Background: an optimization exercise with open tools, aiming at small area and a short achievable clock period. Do not read the settings as production practice. Function was checked by simulation only, so behaviour that the tests miss may differ from the original. Power is estimated from default activity; no workload was simulated.

File: flow/design.v
module ALU(
   input wire [31:0] p,       
   input wire [31:0] g,       
   input wire        cin,     
   input wire        m_c,     
   input wire        m_p,     
   input wire        m_g,     
   input wire        l2,      
   input wire        r2,      
   input wire        n2,      
   input wire        ones,    
   input wire        fill,    
   input wire        slt_s,   
   input wire        slt_u,   
   output wire [31:0] res
);
   wire g0c = g[0] | (p[0] & cin);
   wire G_1_0 = g[1] | (p[1] & g0c);
   wire G_3_2 = g[3] | (p[3] & g[2]);
   wire P_3_2 = p[3] & p[2];
   wire G_5_4 = g[5] | (p[5] & g[4]);
   wire P_5_4 = p[5] & p[4];
   wire G_7_6 = g[7] | (p[7] & g[6]);
   wire P_7_6 = p[7] & p[6];
   wire G_9_8 = g[9] | (p[9] & g[8]);
   wire P_9_8 = p[9] & p[8];
   wire G_11_10 = g[11] | (p[11] & g[10]);
   wire P_11_10 = p[11] & p[10];
   wire G_13_12 = g[13] | (p[13] & g[12]);
   wire P_13_12 = p[13] & p[12];
   wire G_15_14 = g[15] | (p[15] & g[14]);
   wire P_15_14 = p[15] & p[14];
   wire G_17_16 = g[17] | (p[17] & g[16]);
   wire P_17_16 = p[17] & p[16];
   wire G_19_18 = g[19] | (p[19] & g[18]);
   wire P_19_18 = p[19] & p[18];
   wire G_21_20 = g[21] | (p[21] & g[20]);
   wire P_21_20 = p[21] & p[20];
   wire G_23_22 = g[23] | (p[23] & g[22]);
   wire P_23_22 = p[23] & p[22];
   wire G_25_24 = g[25] | (p[25] & g[24]);
   wire P_25_24 = p[25] & p[24];
   wire G_27_26 = g[27] | (p[27] & g[26]);
   wire P_27_26 = p[27] & p[26];
   wire G_29_28 = g[29] | (p[29] & g[28]);
   wire P_29_28 = p[29] & p[28];
   wire G_31_30 = g[31] | (p[31] & g[30]);
   wire P_31_30 = p[31] & p[30];
   wire G_2_0 = g[2] | (p[2] & G_1_0);
   wire G_3_0 = G_3_2 | (P_3_2 & G_1_0);
   wire G_6_4 = g[6] | (p[6] & G_5_4);
   wire P_6_4 = p[6] & P_5_4;
   wire G_7_4 = G_7_6 | (P_7_6 & G_5_4);
   wire P_7_4 = P_7_6 & P_5_4;
   wire G_10_8 = g[10] | (p[10] & G_9_8);
   wire P_10_8 = p[10] & P_9_8;
   wire G_11_8 = G_11_10 | (P_11_10 & G_9_8);
   wire P_11_8 = P_11_10 & P_9_8;
   wire G_14_12 = g[14] | (p[14] & G_13_12);
   wire P_14_12 = p[14] & P_13_12;
   wire G_15_12 = G_15_14 | (P_15_14 & G_13_12);
   wire P_15_12 = P_15_14 & P_13_12;
   wire G_18_16 = g[18] | (p[18] & G_17_16);
   wire P_18_16 = p[18] & P_17_16;
   wire G_19_16 = G_19_18 | (P_19_18 & G_17_16);
   wire P_19_16 = P_19_18 & P_17_16;
   wire G_22_20 = g[22] | (p[22] & G_21_20);
   wire P_22_20 = p[22] & P_21_20;
   wire G_23_20 = G_23_22 | (P_23_22 & G_21_20);
   wire P_23_20 = P_23_22 & P_21_20;
   wire G_26_24 = g[26] | (p[26] & G_25_24);
   wire P_26_24 = p[26] & P_25_24;
   wire G_27_24 = G_27_26 | (P_27_26 & G_25_24);
   wire P_27_24 = P_27_26 & P_25_24;
   wire G_30_28 = g[30] | (p[30] & G_29_28);
   wire P_30_28 = p[30] & P_29_28;
   wire G_31_28 = G_31_30 | (P_31_30 & G_29_28);
   wire P_31_28 = P_31_30 & P_29_28;
   wire G_4_0 = g[4] | (p[4] & G_3_0);
   wire G_5_0 = G_5_4 | (P_5_4 & G_3_0);
   wire G_6_0 = G_6_4 | (P_6_4 & G_3_0);
   wire G_7_0 = G_7_4 | (P_7_4 & G_3_0);
   wire G_12_8 = g[12] | (p[12] & G_11_8);
   wire P_12_8 = p[12] & P_11_8;
   wire G_13_8 = G_13_12 | (P_13_12 & G_11_8);
   wire P_13_8 = P_13_12 & P_11_8;
   wire G_14_8 = G_14_12 | (P_14_12 & G_11_8);
   wire P_14_8 = P_14_12 & P_11_8;
   wire G_15_8 = G_15_12 | (P_15_12 & G_11_8);
   wire P_15_8 = P_15_12 & P_11_8;
   wire G_20_16 = g[20] | (p[20] & G_19_16);
   wire P_20_16 = p[20] & P_19_16;
   wire G_21_16 = G_21_20 | (P_21_20 & G_19_16);
   wire P_21_16 = P_21_20 & P_19_16;
   wire G_22_16 = G_22_20 | (P_22_20 & G_19_16);
   wire P_22_16 = P_22_20 & P_19_16;
   wire G_23_16 = G_23_20 | (P_23_20 & G_19_16);
   wire P_23_16 = P_23_20 & P_19_16;
   wire G_28_24 = g[28] | (p[28] & G_27_24);
   wire P_28_24 = p[28] & P_27_24;
   wire G_29_24 = G_29_28 | (P_29_28 & G_27_24);
   wire P_29_24 = P_29_28 & P_27_24;
   wire G_30_24 = G_30_28 | (P_30_28 & G_27_24);
   wire P_30_24 = P_30_28 & P_27_24;
   wire G_31_24 = G_31_28 | (P_31_28 & G_27_24);
   wire P_31_24 = P_31_28 & P_27_24;
   wire G_8_0 = g[8] | (p[8] & G_7_0);
   wire G_9_0 = G_9_8 | (P_9_8 & G_7_0);
   wire G_10_0 = G_10_8 | (P_10_8 & G_7_0);
   wire G_11_0 = G_11_8 | (P_11_8 & G_7_0);
   wire G_12_0 = G_12_8 | (P_12_8 & G_7_0);
   wire G_13_0 = G_13_8 | (P_13_8 & G_7_0);
   wire G_14_0 = G_14_8 | (P_14_8 & G_7_0);
   wire G_15_0 = G_15_8 | (P_15_8 & G_7_0);
   wire G_24_16 = g[24] | (p[24] & G_23_16);
   wire P_24_16 = p[24] & P_23_16;
   wire G_25_16 = G_25_24 | (P_25_24 & G_23_16);
   wire P_25_16 = P_25_24 & P_23_16;
   wire G_26_16 = G_26_24 | (P_26_24 & G_23_16);
   wire P_26_16 = P_26_24 & P_23_16;
   wire G_27_16 = G_27_24 | (P_27_24 & G_23_16);
   wire P_27_16 = P_27_24 & P_23_16;
   wire G_28_16 = G_28_24 | (P_28_24 & G_23_16);
   wire P_28_16 = P_28_24 & P_23_16;
   wire G_29_16 = G_29_24 | (P_29_24 & G_23_16);
   wire P_29_16 = P_29_24 & P_23_16;
   wire G_30_16 = G_30_24 | (P_30_24 & G_23_16);
   wire P_30_16 = P_30_24 & P_23_16;
   wire G_31_16 = G_31_24 | (P_31_24 & G_23_16);
   wire P_31_16 = P_31_24 & P_23_16;
   wire G_16_0 = g[16] | (p[16] & G_15_0);
   wire G_17_0 = G_17_16 | (P_17_16 & G_15_0);
   wire G_18_0 = G_18_16 | (P_18_16 & G_15_0);
   wire G_19_0 = G_19_16 | (P_19_16 & G_15_0);
   wire G_20_0 = G_20_16 | (P_20_16 & G_15_0);
   wire G_21_0 = G_21_16 | (P_21_16 & G_15_0);
   wire G_22_0 = G_22_16 | (P_22_16 & G_15_0);
   wire G_23_0 = G_23_16 | (P_23_16 & G_15_0);
   wire G_24_0 = G_24_16 | (P_24_16 & G_15_0);
   wire G_25_0 = G_25_16 | (P_25_16 & G_15_0);
   wire G_26_0 = G_26_16 | (P_26_16 & G_15_0);
   wire G_27_0 = G_27_16 | (P_27_16 & G_15_0);
   wire G_28_0 = G_28_16 | (P_28_16 & G_15_0);
   wire G_29_0 = G_29_16 | (P_29_16 & G_15_0);
   wire G_30_0 = G_30_16 | (P_30_16 & G_15_0);
   wire G_31_0 = G_31_16 | (P_31_16 & G_15_0);
   wire [31:0] c;    
   assign c[0] = cin;
   assign c[1] = g0c;
   assign c[2] = G_1_0;
   assign c[3] = G_2_0;
   assign c[4] = G_3_0;
   assign c[5] = G_4_0;
   assign c[6] = G_5_0;
   assign c[7] = G_6_0;
   assign c[8] = G_7_0;
   assign c[9] = G_8_0;
   assign c[10] = G_9_0;
   assign c[11] = G_10_0;
   assign c[12] = G_11_0;
   assign c[13] = G_12_0;
   assign c[14] = G_13_0;
   assign c[15] = G_14_0;
   assign c[16] = G_15_0;
   assign c[17] = G_16_0;
   assign c[18] = G_17_0;
   assign c[19] = G_18_0;
   assign c[20] = G_19_0;
   assign c[21] = G_20_0;
   assign c[22] = G_21_0;
   assign c[23] = G_22_0;
   assign c[24] = G_23_0;
   assign c[25] = G_24_0;
   assign c[26] = G_25_0;
   assign c[27] = G_26_0;
   assign c[28] = G_27_0;
   assign c[29] = G_28_0;
   assign c[30] = G_29_0;
   assign c[31] = G_30_0;
   wire [31:0] s0n, s1, shn;
   wire        nfill = ~fill;
   genvar k;
   generate for (k = 0; k < 32; k = k + 1) begin : sv
      if (k == 0)
         A22OI  m0 (.A1(g[4]), .A2(p[1]), .B1(g[5]), .B2(p[0]), .Y(s0n[k]));
      else if (k == 31)
         A222OI m0 (.A1(g[3]), .A2(p[30]), .B1(g[4]), .B2(fill), .C1(g[5]), .C2(p[31]), .Y(s0n[k]));
      else
         A222OI m0 (.A1(g[3]), .A2(p[k-1]), .B1(g[4]), .B2(p[k+1]), .C1(g[5]), .C2(p[k]), .Y(s0n[k]));
      if (k < 2)
         A221OI m1 (.A1(g[7]), .A2(s0n[k+2]), .B1(g[8]), .B2(s0n[k]), .C1(g[6]), .Y(s1[k]));
      else if (k >= 30)
         A222OI m1 (.A1(g[6]), .A2(s0n[k-2]), .B1(g[7]), .B2(nfill), .C1(g[8]), .C2(s0n[k]), .Y(s1[k]));
      else
         A222OI m1 (.A1(g[6]), .A2(s0n[k-2]), .B1(g[7]), .B2(s0n[k+2]), .C1(g[8]), .C2(s0n[k]), .Y(s1[k]));
      if (k < 4)
         A22OI  m2 (.A1(r2), .A2(s1[k+4]), .B1(n2), .B2(s1[k]), .Y(shn[k]));
      else if (k >= 28)
         A222OI m2 (.A1(l2), .A2(s1[k-4]), .B1(r2), .B2(fill), .C1(n2), .C2(s1[k]), .Y(shn[k]));
      else
         A222OI m2 (.A1(l2), .A2(s1[k-4]), .B1(r2), .B2(s1[k+4]), .C1(n2), .C2(s1[k]), .Y(shn[k]));
   end endgenerate
   wire [31:0] other = ({32{m_p}} & p) | ({32{m_g}} & g);
   wire [31:0] x0 = ({32{m_c}} &  p) | other;
   wire [31:0] x1 = ({32{m_c}} & ~p) | other;
   wire [31:0] r = (c & x1) | (~c & x0) | {32{ones}};
   wire lt = p[31] ? ~c[31] : (g[31] ^ slt_u);
   wire [31:0] m = {r[31:1], r[0] | ((slt_s | slt_u) & lt)};
   genvar q;
   generate for (q = 0; q < 32; q = q + 1) begin : fin
      NAND2 u_f (.A(shn[q]), .B(~m[q]), .Y(res[q]));
   end endgenerate
endmodule
module A222OI(input wire A1, input wire A2, input wire B1, input wire B2,
              input wire C1, input wire C2, output wire Y);
   assign Y = ~((A1 & A2) | (B1 & B2) | (C1 & C2));
endmodule
module A221OI(input wire A1, input wire A2, input wire B1, input wire B2,
              input wire C1, output wire Y);
   assign Y = ~((A1 & A2) | (B1 & B2) | C1);
endmodule
module A22OI(input wire A1, input wire A2, input wire B1, input wire B2, output wire Y);
   assign Y = ~((A1 & A2) | (B1 & B2));
endmodule
module NAND2(input wire A, input wire B, output wire Y);
   assign Y = ~(A & B);
endmodule
module CPU(
   input wire        clk,
   input wire        rstn,
   input wire [31:0] operand_a,
   input wire [31:0] operand_b,
   input wire [2:0]  operation,
   input wire        logic_arithmetic,
   input wire        add_sub,
   output reg [31:0] alu_out
);
   wire is_add  = (operation == 3'd0) & ~add_sub;
   wire is_sub  = (operation == 3'd0) &  add_sub;
   wire is_sll  = (operation == 3'd1);
   wire is_slt  = (operation == 3'd2);
   wire is_sltu = (operation == 3'd3);
   wire is_xor  = (operation == 3'd4);
   wire is_sr   = (operation == 3'd5);
   wire is_sra  = is_sr & logic_arithmetic;
   wire is_and  = (operation == 3'd6);
   wire is_or   = (operation == 3'd7);
   wire big     = |operand_b[31:5];
   wire sub     = is_sub | is_slt | is_sltu;
   wire shift   = is_sll | is_sr;
   wire fill_in = is_sra & operand_a[31];
   wire        l4, r4, n4, l3, r3, n3;
   AND4BB u_l4 (.A_N(operation[2]), .B_N(operation[1]), .C(operation[0]), .D(operand_b[4]), .X(l4));
   AND4B  u_r4 (.A_N(operation[1]), .B(operation[2]), .C(operation[0]), .D(operand_b[4]), .X(r4));
   NAND3B u_n4 (.A_N(operation[1]), .B(operation[0]), .C(operand_b[4]), .Y(n4));
   AND4BB u_l3 (.A_N(operation[2]), .B_N(operation[1]), .C(operation[0]), .D(operand_b[3]), .X(l3));
   AND4B  u_r3 (.A_N(operation[1]), .B(operation[2]), .C(operation[0]), .D(operand_b[3]), .X(r3));
   NAND3B u_n3 (.A_N(operation[1]), .B(operation[0]), .C(operand_b[3]), .Y(n3));
   wire        lax, nlax;
   AND2  u_lax  (.A(logic_arithmetic), .B(operand_a[31]), .X(lax));
   NAND2 u_nlax (.A(logic_arithmetic), .B(operand_a[31]), .Y(nlax));
   wire [31:0] t1n, t2;
   genvar k;
   generate for (k = 0; k < 32; k = k + 1) begin : sv
      if (k < 16)
         A22OI  m1 (.A1(r4), .A2(operand_a[k+16]), .B1(n4), .B2(operand_a[k]), .Y(t1n[k]));
      else
         A222OI m1 (.A1(l4), .A2(operand_a[k-16]), .B1(n4), .B2(operand_a[k]), .C1(r4), .C2(lax), .Y(t1n[k]));
      if (k < 8)
         A221OI m2 (.A1(r3), .A2(t1n[k+8]), .B1(n3), .B2(t1n[k]), .C1(l3), .Y(t2[k]));
      else if (k >= 24)
         A222OI m2 (.A1(l3), .A2(t1n[k-8]), .B1(n3), .B2(t1n[k]), .C1(r3), .C2(nlax), .Y(t2[k]));
      else
         A222OI m2 (.A1(l3), .A2(t1n[k-8]), .B1(r3), .B2(t1n[k+8]), .C1(n3), .C2(t1n[k]), .Y(t2[k]));
   end endgenerate
   wire [31:0] bx = (operand_b ^ {32{sub}}) & {32{~shift}};
   wire [8:0] sh_ctl = {~operand_b[1], operand_b[1] & ~is_sll, operand_b[1] & is_sll,
                        ~operand_b[0], operand_b[0] & ~is_sll, operand_b[0] & is_sll,
                        operand_b[2:0]};
   reg [31:0] rp, rg;
   always @(posedge clk) begin
      rp <= t2 ^ bx;
      rg <= (operand_a & bx) | ({23'd0, sh_ctl} & {32{shift}});
   end
   reg cin, m_c, m_p, m_g, l2, r2, n2, ones, fill, slt_s, slt_u;
   always @(posedge clk or negedge rstn) begin
      if (!rstn) begin
         {cin, m_c, m_p, m_g, l2, r2, n2, ones, fill, slt_s, slt_u} <= 11'd0;
      end else begin
         cin   <= sub;
         m_c   <= is_add | is_sub;
         m_p   <= is_xor | is_or;
         m_g   <= is_and | is_or;
         l2    <= is_sll & operand_b[2] & ~big;
         r2    <= is_sr & operand_b[2] & ~big;
         n2    <= shift & ~operand_b[2] & ~big;
         ones  <= is_sra & big;
         fill  <= fill_in;
         slt_s <= is_slt;
         slt_u <= is_sltu;
      end
   end
   wire [31:0] alu_res;
   ALU u_ALU (
      .p(rp), .g(rg), .cin(cin), .m_c(m_c), .m_p(m_p), .m_g(m_g),
      .l2(l2), .r2(r2), .n2(n2), .ones(ones), .fill(fill), .slt_s(slt_s), .slt_u(slt_u),
      .res(alu_res)
   );
   always @(posedge clk or negedge rstn) begin
      if (!rstn) alu_out <= 32'd0;
      else       alu_out <= alu_res;
   end
endmodule
module AND4BB(input wire A_N, input wire B_N, input wire C, input wire D, output wire X);
   assign X = ~A_N & ~B_N & C & D;
endmodule
module AND2(input wire A, input wire B, output wire X);
   assign X = A & B;
endmodule
module AND4B(input wire A_N, input wire B, input wire C, input wire D, output wire X);
   assign X = ~A_N & B & C & D;
endmodule
module NAND3B(input wire A_N, input wire B, input wire C, output wire Y);
   assign Y = ~(~A_N & B & C);
endmodule
File: flow/flow/run.sh
#!/bin/bash
# Layout flow: the standard ORFS flow (standard.sh) with these changes:
#  - synthesis maps the RTL's gate modules (AND3, AND4B, AND4BB, NAND3B,
#    A22OI, A221OI, A222OI, NAND2)
#    to single library cells with flow/cells_map.v before flattening (the
#    registers, and all else in synthesis, are the standard synthesis's);
#  - ABC maps the logic with flow/speed.abc (delay-driven map with area
#    recovery, buffering and gate sizing) instead of ORFS's abc_speed script;
#  - the port buffers are buf_1 cells instead of buffer_ports' default pick;
set -euo pipefail
W=$(pwd)
sed -e 's|log_cmd abc {\*}$abc_args|log_cmd abc -script '"$W"'/flow/speed.abc {*}[lrange $abc_args 2 end]|' \
    -e 's|^hierarchy -check -top $::env(DESIGN_NAME)$|&\ntechmap -map '"$W"'/flow/cells_map.v\nhierarchy -check -top $::env(DESIGN_NAME)|' \
  "$FLOW_HOME/scripts/synth.tcl" > "$W/synth_mod.tcl"
grep -q "flow/speed.abc" "$W/synth_mod.tcl"
grep -q "flow/cells_map.v" "$W/synth_mod.tcl"
sed "s|\$::env(SCRIPTS_DIR)/synth.tcl|$W/synth_mod.tcl|" synth_recipe.tcl > "$W/synth_top.tcl"
grep -q "synth_mod.tcl" "$W/synth_top.tcl"
bash standard.sh SYNTH_SCRIPT="$W/synth_top.tcl" ABC_CLOCK_PERIOD_IN_PS=1200 \
  BUFFER_PORTS_ARGS="-buffer_cell sky130_fd_sc_hd__buf_1" finish > "$W/flow_make.log" 2>&1
File: flow/flow/cells_map.v
// Maps the RTL's decode gates to single library cells.
module AND4BB(input A_N, input B_N, input C, input D, output X);
  sky130_fd_sc_hd__and4bb_1 _TECHMAP_REPLACE_ (.A_N(A_N), .B_N(B_N), .C(C), .D(D), .X(X));
endmodule
module AND4B(input A_N, input B, input C, input D, output X);
  sky130_fd_sc_hd__and4b_1 _TECHMAP_REPLACE_ (.A_N(A_N), .B(B), .C(C), .D(D), .X(X));
endmodule
module NAND3B(input A_N, input B, input C, output Y);
  sky130_fd_sc_hd__nand3b_1 _TECHMAP_REPLACE_ (.A_N(A_N), .B(B), .C(C), .Y(Y));
endmodule
module A222OI(input A1, input A2, input B1, input B2, input C1, input C2, output Y);
  sky130_fd_sc_hd__a222oi_1 _TECHMAP_REPLACE_ (.A1(A1), .A2(A2), .B1(B1), .B2(B2), .C1(C1), .C2(C2), .Y(Y));
endmodule
module A221OI(input A1, input A2, input B1, input B2, input C1, output Y);
  sky130_fd_sc_hd__a221oi_1 _TECHMAP_REPLACE_ (.A1(A1), .A2(A2), .B1(B1), .B2(B2), .C1(C1), .Y(Y));
endmodule
module A22OI(input A1, input A2, input B1, input B2, output Y);
  sky130_fd_sc_hd__a22oi_1 _TECHMAP_REPLACE_ (.A1(A1), .A2(A2), .B1(B1), .B2(B2), .Y(Y));
endmodule
module NAND2(input A, input B, output Y);
  sky130_fd_sc_hd__nand2_1 _TECHMAP_REPLACE_ (.A(A), .B(B), .Y(Y));
endmodule
module AND2(input A, input B, output X);
  sky130_fd_sc_hd__and2_1 _TECHMAP_REPLACE_ (.A(A), .B(B), .X(X));
endmodule
File: flow/flow/speed.abc
strash
dch -f
map
topo
buffer -p
upsize -D 1300
dnsize -D 1300
stime -p
File: flow/standard.sh
#!/bin/bash
# synth_recipe.tcl (not shown) runs the flow's synth.tcl, then flattens the netlist and writes it again
# the make line also repeats each setting of config.mk as NAME=value (left out here)
make -C /OpenROAD-flow-scripts/flow DESIGN_CONFIG=/design/flow/config.mk WORK_HOME=/design/flow/orfs CLKGATE_MAP_FILE= SYNTH_SCRIPT=/design/flow/synth_recipe.tcl "${@:-finish}"
File: flow/config.mk
export PLATFORM = sky130hd
export DESIGN_NAME = CPU
export DESIGN_NICKNAME = CPU
export VERILOG_FILES = /design/flow/design.v
export SDC_FILE = /design/flow/constraint.sdc
export NUM_CORES = 8
export LEC_CHECK = 0
export CAP_MARGIN = 20
export CORE_MARGIN = 2
export CORE_UTILIZATION = 38
export SETUP_SLACK_MARGIN = 3.0
export SLEW_MARGIN = 20
export TNS_END_PERCENT = 0
File: flow/constraint.sdc
create_clock -name core_clock -period 5.0 [get_ports {clk}]
set_input_delay 1.0000 -clock core_clock [delete_from_list [all_inputs] [get_ports {clk}]]
set_output_delay 1.0000 -clock core_clock [all_outputs]
set_load 0.01 [all_outputs]
==> results.yml <==
global_route:
  grt_first_pass_wirelength_mm: 43.0
  grt_pass1_vias: 7455
  antenna_found_initial: 0
  grt_max_degree: 64
  gr-usage-all-layers_pct: 27.7
  grt_overflow: 0
die:
  die_w_um: 142
  dieArea_um2: 20100
  initial_utilization_pct: 38.7
  fp.dieH_um: 142
  rows: 50
  io_pins: 103
  coreArea_um2: 18600
synth:
  ys_top_cells_by_count: "a222oi_1, inv_1, nand2_1"
  ys_seq_elements: 107
  async_reset_ff_share_pct: 40.2
  netlist_area_um2: 7210
  postSynthAreaPerCell_um2: 7.84
  synth_area_leader_cell: "a222oi_1"
  ys_top_cells_by_area: "a222oi_1, dfxtp_1, dfrtp_1"
  synth.most_common_cell: "a222oi_1"
  synth_cell_types: 45
  syn-num-nets: 991
  synth_top_area_share_pct: 17.9
  ys_seq_area_share_pct: 32.7
  synth-edff-count: 0
  ys_warn_count: 1
  synthCells: 920
  synth_ff_type: "dfxtp_1"
cts:
  clock_sinks: 107
  cts_made_buffers: 9
  cts_tree: "built"
  clock_path_buffers: 2
  root_buffer: "clkbuf_16"
  htree_num_levels: 3
  clk_pin_slew_ps: 80
  ctsHoldBuffers: 0
  insertion_delay_ps: 370
place:
  port_buffers: 102
  gp_congestion: 0.953
  dpl.hpwl_mm: 19.6
  preCtsSetupSlack_ps: 1510
  placed_cell_area_um2: 7840
timing:
  slew_viol_final: 0
  timing.final.crit_share_pct: 42.6
  max_slew_margin_pct: 30.0
  hold_viol_final: 0
  period_minus_slack_ps: 2130
  worstMarginPinSlew_ps: 1050
  fin_worst_skew_ps: 10.9
  fin_ws_ps: 2870
  setup-tns-final_ps: 0
  max_freq_mhz: 469
  rsz0062_at_grt: "yes"
  setup_violations: 0
run:
  cap_violations: 0
setup_path:
  path_max_fanout: 14
  critPathArrivalTime_ps: 2380
  worstSetupPathType: "primary input to register"
  path_cells: "buf_8 > and4b_4 > buf_4 > a222oi_1 > buf_4 > a222oi_1 > xnor2_1"
  critPathLaunchType: "primary input"
  slowest_delay_ps: 390
  worstSetupEndpointType: "register"
  crit_slowest_cell: "a222oi_1"
  cp_data_required_time_ps: 5250
detailed_routing:
  vias: 8520
  drtPass1Iterations: 14
  drtIter0Drc: 1993
  drc: 0
  routed_via_density: 6.61
  routedWlPerCell_um: 21.9
  ant_nets: 0
  routed_wl_mm: 28.2
min_path:
  hp-class: "register to register"
power:
  p_leak_nw: 3.61
  ir_worst_vdd_mv: 0.176
  cellPowerDensity_nw_per_um2: 338
  power.total_mw: 2.92
final_layout:
  num_antenna_cells: 0
  layout-drive-gt1-share_pct: 10.1
  final_core_util_pct: 46.3
  synthToLayoutAreaGrowth_pct: 19.7
  nNetsFinal: 1121
  stdcell_area_um2: 8630
run_status:
  status: "no timing/DRC/antenna violations"
[cells in the final DEF (no fill, tap or decap), types with 6 or more instances in the layout]
cell type and count:
a221oi_1 12, o21ai_0 54, inv_1 118, dfxtp_2 16, clkbuf_16 10, a31oi_1 6
dfxtp_1 45, buf_1 97, o21ai_1 17, o221ai_1 7, o21bai_1 12, dfrtp_1 42
a21oi_1 88, a22oi_1 21, nand3_1 14, buf_4 33, nor2_1 77, o22ai_1 33
nand2_1 97, nor3_1 6, xnor2_1 32, o211a_1 14, a222oi_1 129
[routing by layer]
layer	global-route usage, %	part of all wire [%]	up-vias
met5	0	0	-
met4	7.26	2.1	0
met3	6.24	14	53
met2	40.9	41	703
met1	40.7	42	3865
li1	-	-	3899
[area by class of cell]
cell class                      instances  area, µm²
Tap cell                              234        293
Timing Repair inverter                  1       7.51
Clock buffer                           11        254
Sequential cell                       107       2390
Fill cell                            1935      10000
Timing Repair Buffer                  138        734
Inverter                              123        472
Clock inverter                          5       63.8
Multi-Input combinational cell        670       4420
[kinds of logic after synthesis]
kind of cell	share of synthesized area, %
compound gates	43.0
simple gates	12.4
buf+inv	7.93
flops	32.7
xor+xnor	4.01
[critical path, delay by kind of cell]
family                 cells  cell delay [ps]
XOR/XNOR                   1              120
buffers and inverters      3              440
AO/OA/AOI/OAI              2              460
AND/OR/NAND/NOR            1              340
[power by group]
group	internal, mW	switching (mW)	leakage (nW)
Clock	0.426	0.353	0.158
Sequential	0.989	0.194	1.09
Combinational	0.357	0.598	2.36
[state kept, by name, indices dropped and copies added, names as in the netlist]
name and count:
m_p 1, m_c 1, rp 32, n2 1, fill 1, alu_out 32
ones 1, slt_s 1, cin 1, l2 1, slt_u 1, rg 32
r2 1, m_g 1
[worst paths after layout]
check | startpoint | to | slack (ps) | cells after the start
max | operation[1] | rp[15]$_DFF_P_ | 2870 | 7
min | rg[1]$_DFF_P_ | alu_out[1]$_DFF_PN0_ | 590 | 2
max reg2reg | rp[1]$_DFF_P_ | alu_out[10]$_DFF_PN0_ | 2920 | 10
min reg2reg | rg[1]$_DFF_P_ | alu_out[1]$_DFF_PN0_ | 590 | 2
max in group asynchronous | rstn | m_p$_DFF_PN0_ | 3990 | 1
min in group asynchronous | rstn | alu_out[1]$_DFF_PN0_ | 620 | 1
[metrics by stage]
stage,instances,hold slack [ps]
after floorplan,920,460
after global placement,1240,543
after detailed placement,1240,561
after CTS,1281,579
after global routing,1289,613
final,1289,590
[repair_timing]
action,CTS,global route
pin swaps,14,13
gates cloned,5,0
setup endpoints to repair,101,93
gates resized for setup,75,19
setup buffers,20,8

static timing again, ports no longer ideal:
The flow's constraints put no driver on any port. The routed layout listed below was extracted and timed again, unchanged, in two steps.
Step 1, drivers: a clkbuf_16 drives clk and a buf_2 each remaining input, both assumed.
Step 2 times the ports against the registers' clock, not the clock port: input delays grow and output delays shrink by t, the midpoint of the rising clock arrivals with the driver on.
Slacks: ideal ports / drivers / drivers and shift; pairs: ideal ports / drivers.
t (ns): 0.403
slack for setup (ns): 2.868 / 2.866 / 2.463
hold WS [ns]: 0.590 / 0.590 / 0.590
worst slew at a driven data input, ns: 0.06
After both steps this run still meets setup and hold. The setup slack of this run moves by -0.002 ns with the drivers and by -0.405 ns with both steps.
